This design comes from an exercise in tuning for small area, a short achievable clock period and few clock cycles on the open sky130 flow, not from production work. In this exercise RTL edits were held to simulation tests only and were not proved equivalent to the original.

===== design/flow/standard.sh =====
#!/bin/bash
# synth_recipe.tcl (not shown) runs the flow's synth.tcl, then flattens the netlist and writes it again
# the make line also repeats each setting of config.mk as NAME=value (left out here)
make -C /OpenROAD-flow-scripts/flow DESIGN_CONFIG=/design/flow/config.mk WORK_HOME=/design/flow/orfs CLKGATE_MAP_FILE= SYNTH_SCRIPT=/design/flow/synth_recipe.tcl "${@:-finish}"

===== design/flow/constraint.sdc =====
create_clock -name core_clock -period 375.0 [get_ports {clk}]
set_input_delay 75.0000 -clock core_clock [delete_from_list [all_inputs] [get_ports {clk}]]
set_output_delay 75.0000 -clock core_clock [all_outputs]
set_load 0.01 [all_outputs]

===== design/flow/design.v =====
`timescale 1ns/1ps
module rsa_core #(
    parameter WIDTH = 32
)(
    input  wire                 clk,
    input  wire                 rst,
    input  wire                 start,
    input  wire [WIDTH-1:0]     m_in,
    input  wire [WIDTH-1:0]     e_in,
    input  wire [WIDTH-1:0]     n_in,
    output reg  [WIDTH-1:0]     out,
    output reg                  busy,
    output reg                  done
);
localparam [3:0] IDLE = 4'd0, DBL = 4'd1, CHAIN = 4'd2, CONV = 4'd3,
                 SKIP = 4'd4, P1 = 4'd5, P2 = 4'd6, SQ = 4'd7, SQ2 = 4'd8,
                 MUL = 4'd9, MUL3 = 4'd10, FIN = 4'd11;
reg [3:0]  state;
reg [31:0] r;        
reg [31:0] n_r;      
reg [31:0] m_r;      
reg [5:0]  p;
reg        cb, nb;
reg [5:0]  cnt;
wire last = p[5];                   
wire cur  = cb | last;              
wire pair = nb;                     
wire fin_op = ((state == SQ) | (state == P1)) & last;
wire sel_r = ((state == CHAIN) | (state == SQ) | (state == SQ2) | (state == P1)) & ~fin_op;
wire sel_m = (state == CONV) | (state == MUL) | (state == P2);
wire sel_3 = (state == MUL3);
wire [31:0] A = ({32{sel_r}} & r) | ({32{sel_m}} & m_r) | ({32{sel_3}} & out) |
                {31'd0, fin_op};
wire [31:0] B = r;
wire [31:0] N = n_r;
wire [32:0] D;
wire [32:0] dc;
assign D[0]  = ~B[0];
assign dc[1] = B[0];
genvar i, j;
generate
    for (j = 1; j < 32; j = j + 1) begin : g_d
        rsa_fa u_fa (.a(B[j]), .b(N[j]), .c(dc[j]), .s(D[j]), .co(dc[j+1]));
    end
endgenerate
assign D[32] = dc[32];
wire [32:0] nS [0:32];
generate
    if (1) begin : g_row0
        wire sb0 = A[0] & ~B[0];
        wire sd0 = A[0] & B[0];
        wire [32:1] nX0;
        for (j = 1; j < 32; j = j + 1) begin : g_x
            assign nX0[j] = ~((sb0 & B[j]) | (sd0 & D[j]));
        end
        assign nX0[32] = ~(sd0 & D[32]);
        assign nS[1] = {1'b1, nX0[32:1]};
    end
    for (i = 1; i < 32; i = i + 1) begin : g_row
        wire sb, sn, sd, t;
        wire [32:0] nX;
        wire [33:0] nc;
        wire [33:0] nT;
        rsa_ctl  u_ctl  (.ns0(nS[i][0]), .a(A[i]), .b0(B[0]),
                         .sb(sb), .sn(sn), .sd(sd), .t(t));
        rsa_sel1 u_sel1 (.ns0(nS[i][0]), .a(A[i]), .t(t),
                         .b(B[1]), .n(N[1]), .d(D[1]), .nx(nX[1]));
        rsa_sel  u_sel  (.sb(sb), .sn(sn), .sd(sd), .B(B[31:2]), .N(N[31:2]),
                         .D(D[32:2]), .nX(nX[32:2]));
        assign nX[0] = 1'b1;            
        if (1) begin : g_add
            assign nc[1] = nS[i][0];    
            for (j = 1; j < 32; j = j + 1) begin : g_fa
                rsa_fa u_fa (.a(nS[i][j]), .b(nX[j]), .c(nc[j]),
                             .s(nT[j]), .co(nc[j+1]));
            end
            if (i == 1) begin : g_top1
                assign nT[32] = ~(nX[32] ^ nc[32]);
                assign nc[33] = nX[32] | nc[32];
            end else begin : g_top
                rsa_fa u_fa (.a(nS[i][32]), .b(nX[32]), .c(nc[32]),
                             .s(nT[32]), .co(nc[33]));
            end
            assign nT[33] = nc[33];
            assign nS[i+1] = nT[33:1];
        end
    end
endgenerate
wire load1 = (state == SKIP) | (state == DBL) & (cnt == 6'd33);
wire [32:0] nV = load1           ? ~33'd1 :
                 (state == DBL)  ? ~{r, 1'b0} :
                                   nS[32];
wire [33:0] unc;
wire [32:0] nU;
assign nU[0]  = ~nV[0];          
assign unc[1] = nV[0];
generate
    for (j = 1; j < 32; j = j + 1) begin : g_sub
        rsa_fa u_fa (.a(nV[j]), .b(N[j]), .c(unc[j]), .s(nU[j]), .co(unc[j+1]));
    end
endgenerate
assign nU[32]  = nV[32] ^ unc[32];
assign unc[33] = nV[32] & unc[32];
wire [31:0] red = unc[33] ? ~nV[31:0] : ~nU[31:0];
wire n_4  = n_in[31] & n_in[30] & (n_in[29] | n_in[28]);   
wire n_2  = n_in[31] & (n_in[30] | n_in[29]);              
wire s4 = n_4;                       
wire s2 = n_2 & ~n_4;                
wire s1 = n_in[31] & ~n_2;           
wire [31:0] r_init;
assign r_init[0] = s1;
assign r_init[1] = s2 | (s1 & ~n_in[1]);
assign r_init[2] = ~((s2 & n_in[1]) | (s1 & n_in[2]));
generate
    for (j = 3; j < 32; j = j + 1) begin : g_init
        assign r_init[j] = ~((s4 & n_in[j-2]) | (s2 & n_in[j-1]) | (s1 & n_in[j]));
    end
endgenerate
wire [5:0] cnt_init = n_4 ? 6'd3 : n_2 ? 6'd4 : n_in[31] ? 6'd0 : 6'd33;
wire n_big = n_2;
wire shift_skip = ~cur;
always @(posedge clk) begin
    if (rst) begin
        state <= IDLE;
        busy  <= 1'b0;
        done  <= 1'b0;
    end else begin
        case (state)
            IDLE:  if (start) begin
                       busy  <= 1'b1;
                       state <= n_big ? CHAIN : DBL;
                   end
            DBL:   if (cnt == 6'd0) state <= CHAIN;
            CHAIN: if (cnt == 6'd0) state <= CONV;
            CONV:  state <= (cur && !last) ? P1 : SKIP;
            SKIP:  if (cur) begin
                       if (last) begin
                           busy  <= 1'b0;
                           done  <= 1'b1;
                           state <= FIN;
                       end else begin
                           state <= P1;
                       end
                   end
            P1:    if (last) begin
                       busy  <= 1'b0;
                       done  <= 1'b1;
                       state <= FIN;
                   end else begin
                       state <= P2;
                   end
            P2:    state <= SQ;
            SQ:    if (last) begin
                       busy  <= 1'b0;
                       done  <= 1'b1;
                       state <= FIN;
                   end else if (cur) begin
                       state <= pair ? SQ2 : MUL;
                   end
            SQ2:   state <= MUL3;
            MUL:   state <= SQ;
            MUL3:  state <= SQ;
            FIN:   if (!start) begin
                       done  <= 1'b0;
                       state <= IDLE;
                   end
            default: state <= IDLE;
        endcase
    end
end
always @(posedge clk) n_r <= n_in;
wire shift = ((state == DBL) | (state == CHAIN)) & shift_skip |
             ((state == CONV) | (state == SKIP)) & (shift_skip | ~last) |
             (state == P2) | (state == MUL) | (state == MUL3) |
             (state == SQ) & (shift_skip | pair);
wire [4:0] p2 = p[4:0] - 5'd2;
wire nb_next = e_in[p2] & ~p[5] & (p[4:1] != 4'd0);    
always @(posedge clk) begin
    if (state == IDLE) begin
        p  <= 6'd31;
        cb <= e_in[31];
        nb <= e_in[30];
    end else if (shift) begin
        p  <= p - 6'd1;
        cb <= nb;
        nb <= nb_next;
    end
end
wire r_we = (state == IDLE) | (state == DBL) | (state == CHAIN) |
            (state == CONV) | ((state == P1) | (state == SQ)) & ~last |
            (state == P2) & cur | (state == SQ2) | (state == MUL) |
            (state == MUL3);
wire [31:0] r_d = (state == IDLE) ? r_init : red;
always @(posedge clk) if (r_we) r <= r_d;
always @(posedge clk) begin
    case (state)
        IDLE: begin
            m_r <= m_in;
            cnt <= cnt_init;
        end
        DBL: begin
            cnt <= (cnt == 6'd0) ? 6'd4 : cnt - 6'd1;
        end
        CHAIN: begin
            cnt <= cnt - 6'd1;
        end
        CONV: begin
            m_r <= red;
        end
        SKIP: begin
            if (cur && last) out <= red;    
        end
        P1: begin
            if (last) out <= red;            
        end
        P2: begin
            out <= red;
        end
        SQ: begin
            if (last) out <= red;            
        end
        default: ;
    endcase
end
endmodule
module rsa_ctl (
    input  wire ns0,    
    input  wire a,      
    input  wire b0,     
    output wire sb,
    output wire sn,
    output wire sd,
    output wire t
);
assign t  = ns0 ^ b0;
assign sb = a & t;
assign sd = a & ~t;
assign sn = ~a & ~ns0;
endmodule
module rsa_sel (
    input  wire        sb,
    input  wire        sn,
    input  wire        sd,
    input  wire [31:2] B,
    input  wire [31:2] N,
    input  wire [32:2] D,
    output wire [32:2] nX
);
genvar j;
generate
    for (j = 2; j < 32; j = j + 1) begin : g_x
        assign nX[j] = ~((sb & B[j]) | (sn & N[j]) | (sd & D[j]));
    end
endgenerate
assign nX[32] = ~(sd & D[32]);
endmodule
module rsa_sel1 (
    input  wire ns0,
    input  wire a,
    input  wire t,
    input  wire b,
    input  wire n,
    input  wire d,
    output wire nx
);
assign nx = ~(a ? (t ? b : d) : (~ns0 & n));
endmodule
module rsa_fa (
    input  wire a,
    input  wire b,
    input  wire c,
    output wire s,
    output wire co
);
assign s  = (a ^ b) ^ c;
assign co = (a & b) | ((a ^ b) & c);
endmodule

===== design/flow/flow/run.sh =====
#!/bin/bash
set -euo pipefail
export BUFFER_PORTS_ARGS="-buffer_cell sky130_fd_sc_hd__buf_1"
bash standard.sh synth > synth.log 2>&1
bash standard.sh finish > layout.log 2>&1

===== design/flow/config.mk =====
export PLATFORM = sky130hd
export DESIGN_NAME = rsa_core
export DESIGN_NICKNAME = rsa_core
export VERILOG_FILES = /design/flow/design.v
export SDC_FILE = /design/flow/constraint.sdc
export NUM_CORES = 8
export LEC_CHECK = 0
export CAP_MARGIN = 30
export CORE_MARGIN = 2
export CORE_UTILIZATION = 55
export CTS_BUF_LIST = sky130_fd_sc_hd__clkbuf_4 sky130_fd_sc_hd__clkbuf_8
export SETUP_SLACK_MARGIN = 5
export SLEW_MARGIN = 30
export SYNTH_HIERARCHICAL = 1

==> results of run 1 <==
==> final timing paths <==
kind,startpoint,to,slack (ns),cells after the start
worst min-delay path,done,done,0.49,2
worst max register to register,state[1],m_r[31],313.37,171
worst min register to register,done,done,0.49,2
worst max-delay path,n_in[31],r[11],298.81,5
==> per-module statistics from Yosys (local to each module, per instance) <==
module	cell area, um^2	flip-flops and latches	copies in the design
rsa_sel1	23.77	0	31
rsa_core	8122	147	1
rsa_fa	20.02	0	1053
rsa_ctl	26.28	0	31
rsa_sel	360.3	0	31
==> metrics by stage <==
stage | utilization | hold WS, ns | instance area (um^2)
floorplan | - | 0.4606 | 41920
global placement | 0.5669 | 0.4729 | 42910
detailed placement | 0.5723 | 0.4827 | 43320
CTS | 0.5780 | 0.5013 | 43750
global route | 0.5781 | 0.5368 | 43760
finish | 0.5781 | 0.4943 | 43760
==> layer usage <==
layer,vias to the layer above,global-route usage
li1,14334,-
met1,17154,0.3964
met2,1385,0.4896
met3,95,0.02806
met4,0,0.07596
met5,-,0
==> layout make-up <==
cell class	instances	area, um^2
fillers	6408	31930
flip-flops and latches	147	3984
clock inverters	14	178.9
multi-input cells	2817	35890
well taps	978	1224
inverters	107	401.6
repair buffers	307	1838
clock buffers	18	247.7
==> flip-flops by register name, summed over array words and instances, names as in the netlist <==
register  flops
m_r          32
out          32
r            32
n_r          31
cnt           6
p             6
state         4
busy          1
cb            1
done          1
nb            1
==> synthesized netlist by cell type (5+ instances only) <==
cell,instances
mux4_2,6
a22oi_2,11
mux2i_1,10
nand2_1,167
xnor2_1,5
edfxtp_1,104
buf_4,62
nor2b_1,8
a21oi_1,143
o21ai_0,42
clkbuf_1,44
inv_1,107
nor2_1,128
buf_2,210
a222oi_1,963
dfxtp_1,43
ha_1,7
nand3_1,7
nor3_1,12
buf_6,36
nor3b_1,33
a22oi_1,22
a221oi_1,26
o22ai_1,36
and2_1,33
mux2_1,31
fa_1,1053
xor2_1,38
==> worst register-to-register path: cells and delay by family, from the launching register on <==
family | cells | cell delay [ns]
xor gates and xnor gates | 32 | 9.81
AOI/OAI and AO/OA | 37 | 8.73
muxes | 30 | 10.60
DFF | 1 | 0.87
buffers and inverters | 4 | 1.03
and+or+nand+nor | 6 | 1.15
adders and majority gates | 62 | 29.16
==> logic make-up (layout without fill, tap and decap cells) <==
| kind of cell | count (synthesis) | after routing | synth area share |
|---|---|---|---|
| compound gates | 1260 | 1260 | 0.2735 |
| fa+ha+maj | 1060 | 1060 | 0.5049 |
| buf+inv | 460 | 446 | 0.05945 |
| simple gates | 407 | 407 | 0.04420 |
| flops | 147 | 147 | 0.09503 |
| mux | 47 | 47 | 0.01394 |
| xor+xnor | 43 | 43 | 0.008983 |
==> results by group, run 1 <==
Placement
  – Detail Placement HPWL: 99650 um
  – IO Port Bufs: 131
  – RePlAce Congestion: 0.9294
  – Cells after DPL: 4356
  – Pre-CTS setup slack: 298.21 ns

STA
  – Min Clock Period, post-route: 76.19 ns
  – Actual slew at the worst max-slew pin: 1.065 ns
  – Fin. max-slew vios: 0
  – Endpoints failing hold: 0
  – Slew headroom: 0.2902
  – RSZ-0062 raised after global routing: no
  – Achievable Freq: 13.13 MHz
  – Final setup viols: 0
  – Setup TNS: 0 ns
  – Final WS setup: 298.81 ns
  – Tcrit/Tclk final: 0.2032
  – Setup skew after layout: 0.01957 ns

Clock network
  – CTS hold repair buffers: 0
  – Post-cts resize count: 0
  – Clk slew on worst S/H paths: 0.08 ns
  – Clk root buf: clkbuf_8
  – Setup Buffers After CTS: 0
  – Clk buf depth: 2
  – Worst skew pair latency: 0.48 ns
  – CTS buffer count: 17
  – Clock sink count: 147
  – CTS tree: built
  – H-tree Lvls: 4

Layout
  – Finished Layout Cells: 4388
  – N_diodes: 0
  – Most common cell after layout, fill and taps aside: fa_1
  – Commonest non-fill, non-tap cells in the layout: fa_1 (1032), a222oi_1 (963), nand2_1 (166)
  – Area delta synth->final: 4.384%
  – Layout cells sized above 1: 0.1038
  – Nets: 4556

Floorplan
  – Die Y: 280.1 um
  – Initial Util: 0.5538
  – Num ports: 133
  – Total core area: 75700 um^2
  – Die area: 78450 um^2
  – Row count: 101
  – Die W: 280.1 um

Detailed routing
  – Pre-antenna DRT Iters: 17
  – Avg WL per Cell: 25.69 um
  – Met2 wire len: 55380 um
  – Met1 WL: 47030 um
  – Total number of vias: 32968
  – Routed wire length: 112700 um
  – Starting DRT DRC Count: 7461
  – Top Metal Used: met4
  – Met3 wire len: 7176 um
  – DRC: 0
  – Via-to-Cell Ratio: 7.513
  – Post-DRT Antenna Nets: 0

Synth
  – Ys async rst share: 0
  – Syn Area/Cell: 12.24 um^2
  – Mapped cell area: 41920 um^2
  – Post-synth top flop: edfxtp_1
  – Post-synth EDFFs: 104
  – Syn Inst Count: 3424
  – Synth warnings: 7
  – Post-synth net total: 4583
  – Synth area leaders: fa_1 (50%), a222oi_1 (23%), edfxtp_1 (7.4%)
  – #FFs+latches synth: 147
  – Unique cell type count in the Yosys netlist: 51
  – Register area share after synthesis: 0.09502
  – Post-synth top area share: 0.5028
  – Yosys top cell by area: fa_1

Flow run
  – Maxcap violations: 0

Critical path
  – Critical path class: in -> reg
  – Slowest CP cell: o211a_2
  – Top delay family on crit path: compound AO/OA/AOI/OAI gates
  – Worst-path maximum fanout: 28
  – WP buf/inv: 1
  – CP peak stage delay: 0.71 ns
  – Crit path launch type: input pin
  – CP Capture Type: flip-flop
  – Worst Path Required: 375.20 ns
  – CP Cell Sequence: buf_1, o211a_2, a221oi_1, nand2_1, o21ai_0
  – CP arrival: 76.39 ns

Status
  – Outcome: complete, no violations

GRT
  – Pin count of the biggest net entering global routing: 65
  – Global-route usage over all layers: 0.2875
  – Initial antenna violation count: 2
  – Grt ovf: 0
  – Vias in the first global route: 34670
  – First-pass GRT wire length: 187100 um

Min path
  – Hold Path Class: reg -> reg
Testbench counts, summed over its fixed seeds: cycles 12,664.
==> run 2: changes to the inputs <==
--- a/design/flow/config.mk
+++ b/design/flow/config.mk
@@ -7,7 +7,7 @@
 export LEC_CHECK = 0
 export CAP_MARGIN = 30
 export CORE_MARGIN = 2
-export CORE_UTILIZATION = 55
+export CORE_UTILIZATION = 75
 export CTS_BUF_LIST = sky130_fd_sc_hd__clkbuf_4 sky130_fd_sc_hd__clkbuf_8
 export SETUP_SLACK_MARGIN = 5
 export SLEW_MARGIN = 30
==> results by group, run 2 <==
Detailed routing
  – Avg WL per Cell: 27.97 um
  – Via-to-Cell Ratio: 8.631
  – Post-DRT Antenna Nets: 0
  – Top Metal Used: met5
  – Met1 WL: 39280 um
  – Met3 wire len: 13730 um
  – Starting DRT DRC Count: 9463
  – Total number of vias: 35490
  – Routed wire length: 115000 um
  – Pre-antenna DRT Iters: 21
  – Met2 wire len: 56510 um
  – DRC: 0

Synth
  – Mapped cell area: 41920 um^2
  – Top-count cell post-synth: fa_1
  – Yosys top cell by area: fa_1
  – Register area share after synthesis: 0.09502
  – #FFs+latches synth: 147
  – Post-synth EDFFs: 104
  – Top cells by count, synth: fa_1 (1053), a222oi_1 (963), buf_2 (210), nand2_1 (167), a21oi_1 (143)
  – Syn Area/Cell: 12.24 um^2
  – Synth warnings: 7
  – Unique cell type count in the Yosys netlist: 51
  – Post-synth net total: 4583
  – Synth area leaders: fa_1 (50%), a222oi_1 (23%), edfxtp_1 (7.4%)
  – Post-synth top area share: 0.5028
  – Post-synth top flop: edfxtp_1
  – Ys async rst share: 0
  – Syn Inst Count: 3424

Critical path
  – Worst-path maximum fanout: 28
  – CP peak stage delay: 0.74 ns
  – WP buf/inv: 1
  – Top delay family on crit path: compound AO/OA/AOI/OAI gates
  – CP Cell Sequence: buf_1, o211a_2, a221oi_1, nand2_1, o21ai_0
  – Critical path class: in -> reg
  – CP Capture Type: flip-flop
  – CP arrival: 76.47 ns
  – Worst Path Required: 375.20 ns
  – Crit path launch type: input pin
  – Slowest CP cell: o211a_2

STA
  – Achievable Freq: 13.11 MHz
  – Min Clock Period, post-route: 76.27 ns
  – Fin. max-slew vios: 0
  – Setup skew after layout: 0.01561 ns
  – Slew headroom: 0.4042
  – Endpoints failing hold: 0
  – Tcrit/Tclk final: 0.2034
  – Setup TNS: 0 ns
  – Actual slew at the worst max-slew pin: 0.8916 ns
  – RSZ-0062 raised after global routing: no
  – Final setup viols: 0

GRT
  – Initial antenna violation count: 7
  – First-pass GRT wire length: 187900 um
  – Pin count of the biggest net entering global routing: 68
  – Vias in the first global route: 36865
  – Global-route usage over all layers: 0.4025
  – Grt ovf: 0

Flow run
  – Maxcap violations: 0

Floorplan
  – Die area: 57810 um^2
  – Row count: 86
  – Total core area: 55200 um^2
  – Initial Util: 0.7595
  – Die Y: 240.4 um
  – Num ports: 133
  – Die W: 240.4 um

Placement
  – Cells after DPL: 4076
  – Detail Placement HPWL: 94050 um
  – IO Port Bufs: 131
  – RePlAce Congestion: 0.9188

Clock network
  – Clk slew on worst S/H paths: 0.08 ns
  – Setup Buffers After CTS: 0
  – Worst skew pair latency: 0.47 ns
  – Clk buf depth: 2
  – CTS hold repair buffers: 0
  – Clk root buf: clkbuf_8
  – Clock sink count: 147
  – H-tree Lvls: 4
  – Post-cts resize count: 0
  – CTS buffer count: 17
  – CTS tree: built

Layout
  – Finished Layout Cells: 4112
  – Most common cell after layout, fill and taps aside: fa_1
  – Commonest non-fill, non-tap cells in the layout: fa_1 (1026), a222oi_1 (963), nand2_1 (167)
  – # fillers: 3560
  – Nets: 4506
  – Fin util: 0.7823
  – Area delta synth->final: 3.002%
  – Layout cells sized above 1: 0.09405
  – Biggest regs: m_r x32, out x32, r x32

Status
  – Outcome: complete, no violations

Min path
  – Hold Path Class: reg -> reg
==> run 2: cell counts after synthesis <==
No cell type changed its count.
==> run 2: path summary, 6_finish.rpt <==
| check | from | end | slack [ns] | depth (start not counted) |
|---|---|---|---|---|
| max | n_in[31] | r[15] | 298.73 | 5 |
| max reg2reg | state[0] | m_r[1] | 310.35 | 171 |
| min reg2reg | done | done | 0.50 | 2 |
| min | done | done | 0.50 | 2 |
==> run 2: through the flow <==
stage	area (um^2)	hold WS (ns)	worst slack [ns]
after floorplan	41920	0.4606	298.71
after global placement	42180	0.4724	298.26
after detailed placement	42700	0.4834	298.12
after CTS	43130	0.5023	298.59
after global routing	43170	0.5449	298.65
final	43180	0.4989	298.73
==> run 2: layout make-up <==
class | count | area (um^2) | share of cell area
clock buffer | 22 | 271.5 | 0.006287
clock inverter | 10 | 158.9 | 0.003680
tap | 748 | 935.9 | 0.02167
sequential | 147 | 3986 | 0.09231
inverter | 107 | 401.6 | 0.009301
timing repair buffer | 257 | 1370 | 0.03173
multi-input combinational | 2817 | 36050 | 0.8348
antenna | 4 | 10.01 | 0.0002318
==> run 2: layer usage <==
metal	up-vias	global-route usage
met2	2879	0.6677
li1	14236	-
met4	6	0.1929
met1	17979	0.5223
met5	-	0
met3	390	0.06636
==> run 2: cell families after synthesis <==
logic type | synth area share
simple gates | 0.04420
mux | 0.01394
fa+ha+maj | 0.5049
compound gates | 0.2735
xor+xnor | 0.008983
buf+inv | 0.05945
flops | 0.09503
==> run 2: worst register-to-register path, delay by kind of cell (launching register included) <==
kind,cells,cell delay (ns)
adder cells (fa/ha/maj),62,29.57
XOR/XNOR,31,11.49
multiplexers,30,10.83
AO/OA/AOI/OAI,37,8.96
AND/OR/NAND/NOR,7,1.61
buffers and inverters,4,1.05
flip-flops,1,0.88
==> run 2: per-module statistics from Yosys (local to each module, per instance) <==
module,flip-flops and latches,times used
rsa_sel1,0,31
rsa_ctl,0,31
rsa_sel,0,31
rsa_core,147,1
rsa_fa,0,1053
==> run 3: changes to the inputs <==
--- a/design/flow/config.mk
+++ b/design/flow/config.mk
@@ -7,7 +7,7 @@
 export LEC_CHECK = 0
 export CAP_MARGIN = 30
 export CORE_MARGIN = 2
-export CORE_UTILIZATION = 75
+export CORE_UTILIZATION = 65
 export CTS_BUF_LIST = sky130_fd_sc_hd__clkbuf_4 sky130_fd_sc_hd__clkbuf_8
 export SETUP_SLACK_MARGIN = 5
 export SLEW_MARGIN = 30
==> results by group, run 3 <==
Status
  – Outcome: complete, no violations

Floorplan
  – Die Y: 258.0 um
  – Row count: 93
  – Die W: 258.0 um
  – Num ports: 133
  – Initial Util: 0.6539
  – Die area: 66550 um^2
  – Total core area: 64120 um^2

Critical path
  – Top delay family on crit path: compound AO/OA/AOI/OAI gates
  – Worst-path maximum fanout: 28
  – CP Cell Sequence: buf_1, o211a_2, a221oi_1, nand2_1, o21ai_0
  – CP Capture Type: flip-flop
  – CP peak stage delay: 0.70 ns
  – Slowest CP cell: o211a_2
  – CP arrival: 76.35 ns
  – Worst Path Required: 375.19 ns
  – WP buf/inv: 1
  – Critical path class: in -> reg
  – Crit path launch type: input pin

Placement
  – Pre-CTS setup slack: 298.22 ns
  – RePlAce Congestion: 0.9168
  – Cells after DPL: 4203
  – Placement Cell Area: 42920 um^2
  – IO Port Bufs: 131
  – Detail Placement HPWL: 94360 um

STA
  – Final setup viols: 0
  – Endpoints failing hold: 0
  – Setup TNS: 0 ns
  – Min Clock Period, post-route: 76.17 ns
  – Slew headroom: 0.2623
  – RSZ-0062 raised after global routing: no
  – Actual slew at the worst max-slew pin: 1.107 ns
  – Fin. max-slew vios: 0
  – Setup skew after layout: 0.01472 ns
  – Achievable Freq: 13.13 MHz
  – Hold slack: 0.5132 ns
  – Final WS setup: 298.83 ns
  – Tcrit/Tclk final: 0.2031

Synth
  – Top cells by count, synth: fa_1 (1053), a222oi_1 (963), buf_2 (210), nand2_1 (167), a21oi_1 (143)
  – Synth warnings: 7
  – Post-synth top area share: 0.5028
  – Yosys top cell by area: fa_1
  – Syn Inst Count: 3424
  – Mapped cell area: 41920 um^2
  – Post-synth top flop: edfxtp_1
  – Syn Area/Cell: 12.24 um^2
  – Unique cell type count in the Yosys netlist: 51
  – Synth area leaders: fa_1 (50%), a222oi_1 (23%), edfxtp_1 (7.4%)
  – Ys async rst share: 0
  – #FFs+latches synth: 147
  – Top-count cell post-synth: fa_1
  – Post-synth EDFFs: 104
  – Post-synth net total: 4583
  – Register area share after synthesis: 0.09502

Detailed routing
  – Routed wire length: 108900 um
  – Pre-antenna DRT Iters: 22
  – Total number of vias: 33695
  – DRC: 0
  – Post-DRT Antenna Nets: 0
  – Via-to-Cell Ratio: 7.951
  – Starting DRT DRC Count: 7538
  – Avg WL per Cell: 25.69 um

Layout
  – Area delta synth->final: 3.495%
  – Design area: 43390 um^2
  – Commonest non-fill, non-tap cells in the layout: fa_1 (1026), a222oi_1 (963), nand2_1 (166)
  – Fin util: 0.6767
  – Layout cells sized above 1: 0.09970
  – Nets: 4526
  – Biggest regs: m_r x32, out x32, r x32
  – Finished Layout Cells: 4238
  – Most common cell after layout, fill and taps aside: fa_1

GRT
  – Global-route usage over all layers: 0.3257
  – Vias in the first global route: 34476
  – Pin count of the biggest net entering global routing: 68
  – First-pass GRT wire length: 181100 um
  – Initial antenna violation count: 3
  – Grt ovf: 0

Clock network
  – Setup Buffers After CTS: 0
  – CTS buffer count: 17
  – Clk root buf: clkbuf_8
  – H-tree Lvls: 4
  – CTS tree: built
  – Clk slew on worst S/H paths: 0.08 ns
  – CTS hold repair buffers: 0
  – Clock sink count: 147
  – Worst skew pair latency: 0.46 ns
  – Clk buf depth: 2
  – Post-cts resize count: 0

Flow run
  – Maxcap violations: 0

Min path
  – Hold Path Class: reg -> reg
## run 3: cell counts after synthesis
Identical to the previous run, type by type.
## run 3: logic make-up (layout without fill, tap and decap cells)
kind of cell,after synthesis,count (layout),synth area share
compound gates,1260,1260,0.2735
xor+xnor,43,43,0.008983
fa+ha+maj,1060,1060,0.5049
buf+inv,460,416,0.05945
flops,147,147,0.09503
mux,47,47,0.01394
other cells,0,3,0
simple gates,407,407,0.04420
## run 3: path summary, 6_finish.rpt
path             from     to  depth (start not counted)
max          n_in[31]  r[14]                          5
min              done   done                          2
max reg2reg  state[0]  r[31]                        171
min reg2reg      done   done                          2
## run 3: modules after synthesis, one instance, submodules excluded
module    flip-flops and latches  cells inside
rsa_core                     147           883
rsa_sel                        0            40
rsa_ctl                        0             5
rsa_sel1                       0             3
rsa_fa                         0             1
## run 3: tightest hold or removal path, delay by kind of cell (launching register included)
family | cells | cell delay [ns]
flops | 1 | 0.34
simple gates | 1 | 0.08
compound gates | 1 | 0.07
## run 3: layout make-up
class	instances	area, um^2
timing repair buffer	277	1546
multi-input combinational	2817	35960
tap	855	1070
inverter	107	401.6
clock inverter	12	156.4
fill	4825	20730
sequential	147	3985
clock buffer	20	262.8
antenna	3	7.507
## run 3: layer usage
| layer | wire [um] | track usage | vias up |
|---|---|---|---|
| met1 | 43550 | 0.4571 | 17487 |
| met3 | 8820 | 0.03043 | 146 |
| met5 | 13 | 0 | - |
| li1 | - | - | 14270 |
| met2 | 53790 | 0.5553 | 1790 |
| met4 | 2674 | 0.07803 | 2 |
==> run 4: changes to the inputs <==
--- a/design/flow/design.v
+++ b/design/flow/design.v
@@ -63,8 +63,13 @@
         wire [33:0] nT;
         rsa_ctl  u_ctl  (.ns0(nS[i][0]), .a(A[i]), .b0(B[0]),
                          .sb(sb), .sn(sn), .sd(sd), .t(t));
-        rsa_sel1 u_sel1 (.ns0(nS[i][0]), .a(A[i]), .t(t),
-                         .b(B[1]), .n(N[1]), .d(D[1]), .nx(nX[1]));
+        if (i % 2 == 1) begin : g_fast
+            rsa_sel1 u_sel1 (.ns0(nS[i][0]), .a(A[i]), .t(t),
+                             .b(B[1]), .n(N[1]), .d(D[1]), .nx(nX[1]));
+        end else begin : g_slow
+            rsa_selb u_sel1 (.sb(sb), .sn(sn), .sd(sd), .b(B[1]), .n(N[1]),
+                             .d(D[1]), .nx(nX[1]));
+        end
         rsa_sel  u_sel  (.sb(sb), .sn(sn), .sd(sd), .B(B[31:2]), .N(N[31:2]),
                          .D(D[32:2]), .nX(nX[32:2]));
         assign nX[0] = 1'b1;            
@@ -275,3 +280,14 @@
 assign s  = (a ^ b) ^ c;
 assign co = (a & b) | ((a ^ b) & c);
 endmodule
+module rsa_selb (
+    input  wire sb,
+    input  wire sn,
+    input  wire sd,
+    input  wire b,
+    input  wire n,
+    input  wire d,
+    output wire nx
+);
+assign nx = ~((sb & b) | (sn & n) | (sd & d));
+endmodule
==> results by group, run 4 <==
Placement
  – RePlAce Congestion: 0.9226
  – Detail Placement HPWL: 95310 um
  – Placement Cell Area: 42780 um^2
  – IO Port Bufs: 131

STA
  – Endpoints failing hold: 0
  – Achievable Freq: 13.11 MHz
  – Tcrit/Tclk final: 0.2034
  – Fin. max-slew vios: 0
  – Slew headroom: 0.2834
  – Final setup viols: 0
  – Hold slack: 0.5168 ns
  – Setup skew after layout: 0.01557 ns
  – RSZ-0062 raised after global routing: no
  – Actual slew at the worst max-slew pin: 1.075 ns
  – Min Clock Period, post-route: 76.28 ns
  – Setup TNS: 0 ns

Synth
  – Mux cell area share after synthesis: 0.009957
  – Syn Inst Count: 3394
  – Post-synth top area share: 0.5053
  – Largest family of logic cells by synthesized area: adder cells
  – Top cells by count, synth: fa_1 (1053), a222oi_1 (978), buf_2 (210), nand2_1 (167)
  – Post-synth top flop: edfxtp_1
  – Synth Area in XOR/XNOR: 0.009028
  – Syn Area/Cell: 12.29 um^2
  – Complex-gate fraction of the synthesized area: 0.2766
  – Synth warnings: 7
  – Post-synth net total: 4553
  – Synth Area in Simple Gates: 0.04172
  – Register area share after synthesis: 0.09550
  – #FFs+latches synth: 147
  – Synth area leaders: fa_1 (51%), a222oi_1 (23%), edfxtp_1 (7.5%)
  – Yosys top cell by area: fa_1
  – Unique cell type count in the Yosys netlist: 51
  – Ys async rst share: 0
  – Top-count cell post-synth: fa_1
  – Mapped cell area: 41720 um^2
  – Post-synth EDFFs: 104
  – Post-Synth Adder-Cell Area: 0.5074

Floorplan
  – Row count: 92
  – Initial Util: 0.6589
  – Die W: 257.3 um
  – Num ports: 133
  – Total core area: 63310 um^2
  – Die Y: 257.3 um
  – Die area: 66220 um^2

GRT
  – Global-route usage over all layers: 0.3345
  – Vias in the first global route: 35470
  – Initial antenna violation count: 4
  – Pin count of the biggest net entering global routing: 65
  – Grt ovf: 0
  – First-pass GRT wire length: 184200 um

Clock network
  – Setup Buffers After CTS: 0
  – Clk buf depth: 2
  – Clk root buf: clkbuf_8
  – H-tree Lvls: 4
  – Post-cts resize count: 0
  – CTS tree: built
  – CTS buffer count: 17
  – Worst skew pair latency: 0.46 ns
  – Clk slew on worst S/H paths: 0.08 ns
  – CTS hold repair buffers: 0
  – Clock sink count: 147

Critical path
  – Crit path launch type: input pin
  – CP arrival: 76.46 ns
  – CP Cell Sequence: buf_1, o211a_2, a221oi_1, nand2_1, o21ai_0
  – Worst Path Required: 375.18 ns
  – Critical path class: in -> reg
  – Slowest CP cell: o211a_2
  – Worst-path maximum fanout: 28
  – CP peak stage delay: 0.74 ns
  – CP Capture Type: flip-flop

Detailed routing
  – Starting DRT DRC Count: 8391
  – Pre-antenna DRT Iters: 22
  – Post-DRT Antenna Nets: 0
  – Routed wire length: 112400 um
  – Met2 wire len: 55380 um
  – DRC: 0
  – Top Metal Used: met5
  – Avg WL per Cell: 26.67 um
  – Via-to-Cell Ratio: 8.091
  – Met3 wire len: 10450 um
  – Met1 WL: 43300 um
  – Total number of vias: 34096

Min path
  – Hold Path Class: reg -> reg

Layout
  – Commonest non-fill, non-tap cells in the layout: fa_1 (1030), a222oi_1 (978), nand2_1 (166)
  – Layout cells sized above 1: 0.1028
  – Fin util: 0.6825
  – # fillers: 4829
  – Biggest regs: m_r x32, out x32, r x32
  – Most common cell after layout, fill and taps aside: fa_1
  – Area delta synth->final: 3.572%
  – Design area: 43210 um^2
  – Nets: 4512
  – Register area: 3984 um^2
  – Area of the multi-input gates: 35670 um^2

Flow run
  – Maxcap violations: 0

Status
  – Outcome: complete, no violations
-- run 4: cells by family after synthesis --
logic type | after synthesis
and+or+nand+nor | 392
adders and majority gates | 1060
xor gates and xnor gates | 43
buffers and inverters | 460
DFF | 147
muxes | 32
AOI/OAI and AO/OA | 1260
-- run 4: layer usage --
layer	global-route usage	vias up
li1	-	14223
met1	0.4533	17623
met2	0.5664	2051
met3	0.04669	195
met4	0.1007	4
met5	0	-
-- run 4: modules after synthesis (local to each module, per instance) --
module	cells	cell area [um^2]
rsa_ctl	5	26.28
rsa_selb	1	10.01
rsa_sel	40	360.3
rsa_core	883	8122
rsa_sel1	3	23.77
rsa_fa	1	20.02
-- run 4: path summary, 6_finish.rpt --
check | from | to | slack, ns | cells after the start
hold / removal | busy | busy | 0.52 | 2
setup reg to reg | state[0] | r[3] | 307.09 | 171
hold reg to reg | busy | busy | 0.52 | 2
setup / recovery | n_in[31] | r[3] | 298.72 | 5
-- run 4: cell type report --
type | instances | share of cell area
clock buffers | 20 | 0.006081
well taps | 846 | 0.02450
clock inverters | 12 | 0.003012
repair buffers | 293 | 0.03921
inverters | 107 | 0.009295
flip-flops and latches | 147 | 0.09220
diodes | 2 | 0.0001158
multi-input cells | 2787 | 0.8256
-- run 4: per-stage QoR --
stage	setup slack (ns)	std cells
6_report	298.72	4214
5_1_grt	298.64	4212
4_1_cts	298.58	4212
3_5_place_dp	298.10	4180
3_3_place_gp	298.21	4154
2_1_floorplan	298.71	3394
-- run 4: critical path: cells and delay by family --
kind,cells,cell delay (ns)
compound gates,3,1.04
simple gates,1,0.09
buf+inv,1,0.30
Testbench counts of run 4, summed over its fixed seeds: cycles 12,664.
==> run 5: changes to the inputs <==
==> design/flow/flow/run.sh (replaced) <==
#!/bin/bash
set -euo pipefail
export BUFFER_PORTS_ARGS="-buffer_cell sky130_fd_sc_hd__buf_2"
bash standard.sh synth > synth.log 2>&1
bash standard.sh finish > layout.log 2>&1
==> results by group, run 5 <==
Synth
  – Post-synth top flop: edfxtp_1
  – Synth area leaders: fa_1 (51%), a222oi_1 (23%), edfxtp_1 (7.5%)
  – Top cells by count, synth: fa_1 (1053), a222oi_1 (978), buf_2 (210), nand2_1 (167)
  – Ys async rst share: 0
  – Register area share after synthesis: 0.09550
  – Post-synth EDFFs: 104
  – Post-synth net total: 4553
  – #FFs+latches synth: 147
  – Mapped cell area: 41720 um^2
  – Top-count cell post-synth: fa_1
  – Unique cell type count in the Yosys netlist: 51
  – Syn Inst Count: 3394
  – Synth warnings: 7
  – Yosys top cell by area: fa_1
  – Syn Area/Cell: 12.29 um^2
  – Post-synth top area share: 0.5053

Flow run
  – Maxcap violations: 0

Detailed routing
  – Via-to-Cell Ratio: 8.086
  – DRC: 0
  – Pre-antenna DRT Iters: 20
  – Avg WL per Cell: 26.73 um
  – Routed wire length: 112700 um
  – Total number of vias: 34092
  – Post-DRT Antenna Nets: 0
  – Starting DRT DRC Count: 8336

Placement
  – Detail Placement HPWL: 96630 um
  – IO Port Bufs: 131
  – Cells after DPL: 4182
  – RePlAce Congestion: 0.9124

Floorplan
  – Num ports: 133
  – Initial Util: 0.6589
  – Total core area: 63310 um^2
  – Die area: 66220 um^2
  – Die W: 257.3 um
  – Row count: 92
  – Die Y: 257.3 um

GRT
  – First-pass GRT wire length: 186000 um
  – Global-route usage over all layers: 0.3395
  – Initial antenna violation count: 1
  – Pin count of the biggest net entering global routing: 65
  – Grt ovf: 0
  – Vias in the first global route: 35661

Layout
  – Finished Layout Cells: 4216
  – Most common cell after layout, fill and taps aside: fa_1
  – Commonest non-fill, non-tap cells in the layout: fa_1 (1029), a222oi_1 (978), nand2_1 (167)
  – Nets: 4514
  – Layout cells sized above 1: 0.1419
  – Biggest regs: m_r x32, out x32, r x32
  – Area delta synth->final: 4.046%
  – # fillers: 4738

Critical path
  – Top delay family on crit path: compound AO/OA/AOI/OAI gates
  – Crit path launch type: input pin
  – CP arrival: 76.30 ns
  – CP peak stage delay: 0.68 ns
  – Worst-path maximum fanout: 28
  – Worst Path Required: 375.19 ns
  – Slowest CP cell: o211a_2
  – CP Cell Sequence: buf_2, o211a_2, a221oi_1, nand2_1, o21ai_0
  – Critical path class: in -> reg
  – CP Capture Type: flip-flop
  – WP buf/inv: 1

STA
  – Actual slew at the worst max-slew pin: 0.9958 ns
  – Tcrit/Tclk final: 0.2030
  – Endpoints failing hold: 0
  – Achievable Freq: 13.14 MHz
  – Min Clock Period, post-route: 76.12 ns
  – Fin. max-slew vios: 0
  – Setup skew after layout: 0.01951 ns
  – Setup TNS: 0 ns
  – Hold slack: 0.5120 ns
  – Final setup viols: 0
  – Slew headroom: 0.3361
  – RSZ-0062 raised after global routing: no

Status
  – Outcome: complete, no violations

Clock network
  – Clock sink count: 147
  – Post-cts resize count: 0
  – Clk buf depth: 2
  – Setup Buffers After CTS: 0
  – CTS tree: built
  – Worst skew pair latency: 0.46 ns
  – CTS buffer count: 17
  – Clk slew on worst S/H paths: 0.09 ns
  – Clk root buf: clkbuf_8
  – H-tree Lvls: 4
  – CTS hold repair buffers: 0

Min path
  – Hold Path Class: reg -> reg
## run 5: cell counts after synthesis
Identical to the previous run, type by type.
## run 5: layer usage
layer / global-route usage / wire (um)
met1: 0.4591 / 42960
met2: 0.5752 / 55460
met3: 0.03714 / 10200
met4: 0.1203 / 4064
met5: 0 / 0
## run 5: worst reg2reg max path, delay by kind of cell, from the launching register on
family	cells	cell delay, ns
DFF	1	0.92
buffers and inverters	4	1.02
xor gates and xnor gates	31	8.86
and+or+nand+nor	22	10.39
muxes	15	5.36
adders and majority gates	62	31.46
AOI/OAI and AO/OA	37	9.48
## run 5: final cells by class
cell class / instances / area (um^2) / share of cell area
inverter: 107 / 401.6 / 0.009253
antenna: 2 / 5.005 / 0.0001153
multi-input combinational: 2787 / 35690 / 0.8221
tap: 846 / 1059 / 0.02439
clock inverter: 13 / 158.9 / 0.003661
sequential: 147 / 3984 / 0.09178
timing repair buffer: 295 / 1863 / 0.04292
clock buffer: 19 / 249.0 / 0.005736
## run 5: logic make-up (layout without fill, tap and decap cells)
logic type | after synthesis | count (layout) | synth area share
adders and majority gates | 1060 | 1060 | 0.5074
DFF | 147 | 147 | 0.09550
xor gates and xnor gates | 43 | 43 | 0.009028
buffers and inverters | 460 | 434 | 0.05974
AOI/OAI and AO/OA | 1260 | 1260 | 0.2766
muxes | 32 | 32 | 0.009957
other | 0 | 2 | 0
and+or+nand+nor | 392 | 392 | 0.04172
## run 5: Yosys stat by module (local to each module, per instance)
| module | cell area, um^2 | cells inside | copies in the design | flip-flops and latches |
|---|---|---|---|---|
| rsa_core | 8122 | 883 | 1 | 147 |
| rsa_ctl | 26.28 | 5 | 31 | 0 |
| rsa_fa | 20.02 | 1 | 1053 | 0 |
| rsa_sel | 360.3 | 40 | 31 | 0 |
| rsa_sel1 | 23.77 | 3 | 16 | 0 |
| rsa_selb | 10.01 | 1 | 15 | 0 |
## run 5: stage by stage
step | worst slack [ns] | area, um^2 | util
detailed placement | 298.31 | 42960 | 0.6786
global placement | 298.37 | 42580 | 0.6725
finish | 298.88 | 43410 | 0.6856
global route | 298.86 | 43400 | 0.6855
CTS | 298.76 | 43370 | 0.6850
floorplan | 298.71 | 41720 | -
## run 5: final timing paths
| check | cells after the start | end | slack [ns] | startpoint |
|---|---|---|---|---|
| setup / recovery | 5 | r[21] | 298.88 | n_in[31] |
| setup reg to reg | 171 | r[6] | 307.27 | state[0] |
| hold reg to reg | 1 | p[4] | 0.51 | p[4] |
| hold / removal | 1 | p[4] | 0.51 | p[4] |
==> run 6: changes to the inputs <==
==> design/flow/run.sh (new file) <==
#!/bin/bash
# synth_recipe.tcl (not shown) runs the flow's synth.tcl, then flattens the netlist and writes it again
# the make line also repeats each setting of config.mk as NAME=value (left out here)
make -C /OpenROAD-flow-scripts/flow DESIGN_CONFIG=/design/flow/config.mk WORK_HOME=/design/flow/orfs CLKGATE_MAP_FILE= SYNTH_SCRIPT=/design/flow/synth_recipe.tcl finish
removed: design/flow/flow/run.sh
removed: design/flow/standard.sh
==> results by group, run 6 <==
Status
  – Outcome: complete, no violations

Synth
  – Post-synth top flop: edfxtp_1
  – Post-synth EDFFs: 104
  – Synth warnings: 7
  – Yosys top cell by area: fa_1
  – Post-synth top area share: 0.5053
  – Unique cell type count in the Yosys netlist: 51
  – Register area share after synthesis: 0.09550
  – Syn Area/Cell: 12.29 um^2
  – Ys async rst share: 0
  – Syn Inst Count: 3394
  – Synth area leaders: fa_1 (51%), a222oi_1 (23%), edfxtp_1 (7.5%)
  – Mapped cell area: 41720 um^2
  – Post-synth net total: 4553
  – Top-count cell post-synth: fa_1
  – #FFs+latches synth: 147
  – Top cells by count, synth: fa_1 (1053), a222oi_1 (978), buf_2 (210), nand2_1 (167)

Detailed routing
  – Starting DRT DRC Count: 8283
  – Avg WL per Cell: 26.85 um
  – Via-to-Cell Ratio: 8.135
  – DRC: 0
  – Total number of vias: 34250
  – Post-DRT Antenna Nets: 0
  – Routed wire length: 113000 um
  – Pre-antenna DRT Iters: 22

Critical path
  – Critical path class: in -> reg
  – Worst Path Required: 375.21 ns
  – CP arrival: 76.77 ns
  – Slowest CP cell: o211a_2
  – CP peak stage delay: 0.70 ns
  – Crit path launch type: input pin
  – CP Capture Type: flip-flop
  – Worst-path maximum fanout: 28
  – CP Cell Sequence: clkdlybuf4s50_1, o211a_2, a221oi_1, nand2_1, o21ai_0

Layout
  – Commonest non-fill, non-tap cells in the layout: fa_1 (1026), a222oi_1 (978), nand2_1 (166)
  – Fin util: 0.6956
  – Layout cells sized above 1: 0.1035
  – Finished Layout Cells: 4210
  – Most common cell after layout, fill and taps aside: fa_1
  – Area delta synth->final: 5.564%
  – Nets: 4509
  – Biggest regs: m_r x32, out x32, r x32

Placement
  – Pre-CTS setup slack: 297.82 ns
  – RePlAce Congestion: 0.8821
  – Detail Placement HPWL: 95550 um
  – IO Port Bufs: 131
  – Cells after DPL: 4177

STA
  – Achievable Freq: 13.06 MHz
  – Actual slew at the worst max-slew pin: 1.002 ns
  – Slew headroom: 0.3321
  – Endpoints failing hold: 0
  – Fin. max-slew vios: 0
  – Min Clock Period, post-route: 76.56 ns
  – Setup TNS: 0 ns
  – Final WS setup: 298.44 ns
  – Final setup viols: 0
  – RSZ-0062 raised after global routing: no
  – Tcrit/Tclk final: 0.2042
  – Setup skew after layout: 0.01837 ns

Clock network
  – Clk buf depth: 2
  – CTS hold repair buffers: 0
  – Clk root buf: clkbuf_8
  – Clock sink count: 147
  – H-tree Lvls: 4
  – Clk slew on worst S/H paths: 0.08 ns
  – CTS tree: built
  – Post-cts resize count: 0
  – Setup Buffers After CTS: 0
  – Worst skew pair latency: 0.48 ns
  – CTS buffer count: 17

GRT
  – Pin count of the biggest net entering global routing: 65
  – Global-route usage over all layers: 0.3413
  – Initial antenna violation count: 4
  – Grt ovf: 0
  – First-pass GRT wire length: 187000 um
  – Vias in the first global route: 35659

Floorplan
  – Total core area: 63310 um^2
  – Die W: 257.3 um
  – Row count: 92
  – Initial Util: 0.6589
  – Num ports: 133
  – Die Y: 257.3 um
  – Die area: 66220 um^2

Flow run
  – Maxcap violations: 0

Min path
  – Hold Path Class: reg -> reg
[run 6: cell counts after synthesis]
No cell type changed its count.
[run 6: stage by stage]
| stage | hold slack (ns) | area [um^2] |
|---|---|---|
| after global placement | 0.4752 | 43190 |
| after global routing | 0.5390 | 44040 |
| final | 0.5049 | 44040 |
| after CTS | 0.5112 | 44010 |
| after floorplan | 0.4606 | 41720 |
| after detailed placement | 0.4895 | 43580 |
[run 6: cell families after synthesis]
logic type	Yosys count	share of synthesized area
AND/OR/NAND/NOR	392	0.04172
flip-flops	147	0.09550
multiplexers	32	0.009957
adder cells (fa/ha/maj)	1060	0.5074
AO/OA/AOI/OAI	1260	0.2766
XOR/XNOR	43	0.009028
buffers and inverters	460	0.05974
[run 6: Yosys stat by module (local to each module, per instance)]
module    flops+latches  area, um^2  times used
rsa_core            147        8122           1
rsa_fa                0       20.02        1053
rsa_selb              0       10.01          15
rsa_sel               0       360.3          31
rsa_ctl               0       26.28          31
rsa_sel1              0       23.77          16
[run 6: worst max-delay path, delay by kind of cell]
family | cells | cell delay, ns
and+or+nand+nor | 1 | 0.10
buffers and inverters | 1 | 0.61
AOI/OAI and AO/OA | 3 | 1.03
[run 6: routing by layer]
metal	track usage	wire (um)
met5	0	8
met1	0.4593	42510
met2	0.5790	55740
met4	0.1073	3454
met3	0.04807	11300
[run 6: final timing paths]
path | startpoint | end | depth (start not counted)
worst max-delay path | n_in[31] | r[17] | 5
worst min-delay path | done | done | 2
worst max register to register | state[0] | m_r[1] | 171
worst min register to register | done | done | 2
[run 6: area by class of cell]
cell class	instances	area, um^2
Antenna cell	1	2.502
Clock buffer	19	249.0
Clock inverter	13	173.9
Fill cell	4633	19270
Inverter	107	401.6
Multi-Input combinational cell	2787	35700
Sequential cell	147	3984
Tap cell	846	1059
Timing Repair Buffer	290	2467

[port drivers added, routing unchanged]
The flow's constraints put no driver on any port. The routed layouts listed below were extracted and timed again, unchanged, in two steps.
Step 1 (the two cells are an assumption about what drives the block):
set clk [get_ports {clk}]
set_driving_cell -lib_cell sky130_fd_sc_hd__clkbuf_16 $clk
set_driving_cell -lib_cell sky130_fd_sc_hd__buf_2 [delete_from_list [all_inputs] $clk]
Step 2 also shifts input and output timing later by t, the mid clock arrival at the registers, as if the neighbouring blocks saw the same clock.
Slacks: ideal ports / drivers / drivers and shift; pairs: ideal ports / drivers.
run | t, ns | setup WS [ns] | worst setup path after step 2 | clock arrival spread, ns
run 1 | 0.522 | 298.811 / 298.814 / 298.293 | input to register | 0.019 / 0.019
run 2 | 0.507 | 298.727 / 298.750 / 298.243 | input to register | 0.016 / 0.016
run 3 | 0.490 | 298.834 / 298.824 / 298.334 | input to register | 0.015 / 0.015
run 4 | 0.491 | 298.722 / 298.739 / 298.247 | input to register | 0.016 / 0.017
run 5 | 0.500 | 298.884 / 298.897 / 298.402 | input to register | 0.019 / 0.019
run 6 | 0.519 | 298.441 / 298.461 / 297.942 | input to register | 0.018 / 0.018
After both steps every run listed still meets setup and hold. For run 1, which loses most, drivers alone change the setup slack by +0.003 ns; drivers and shift together by -0.518 ns.
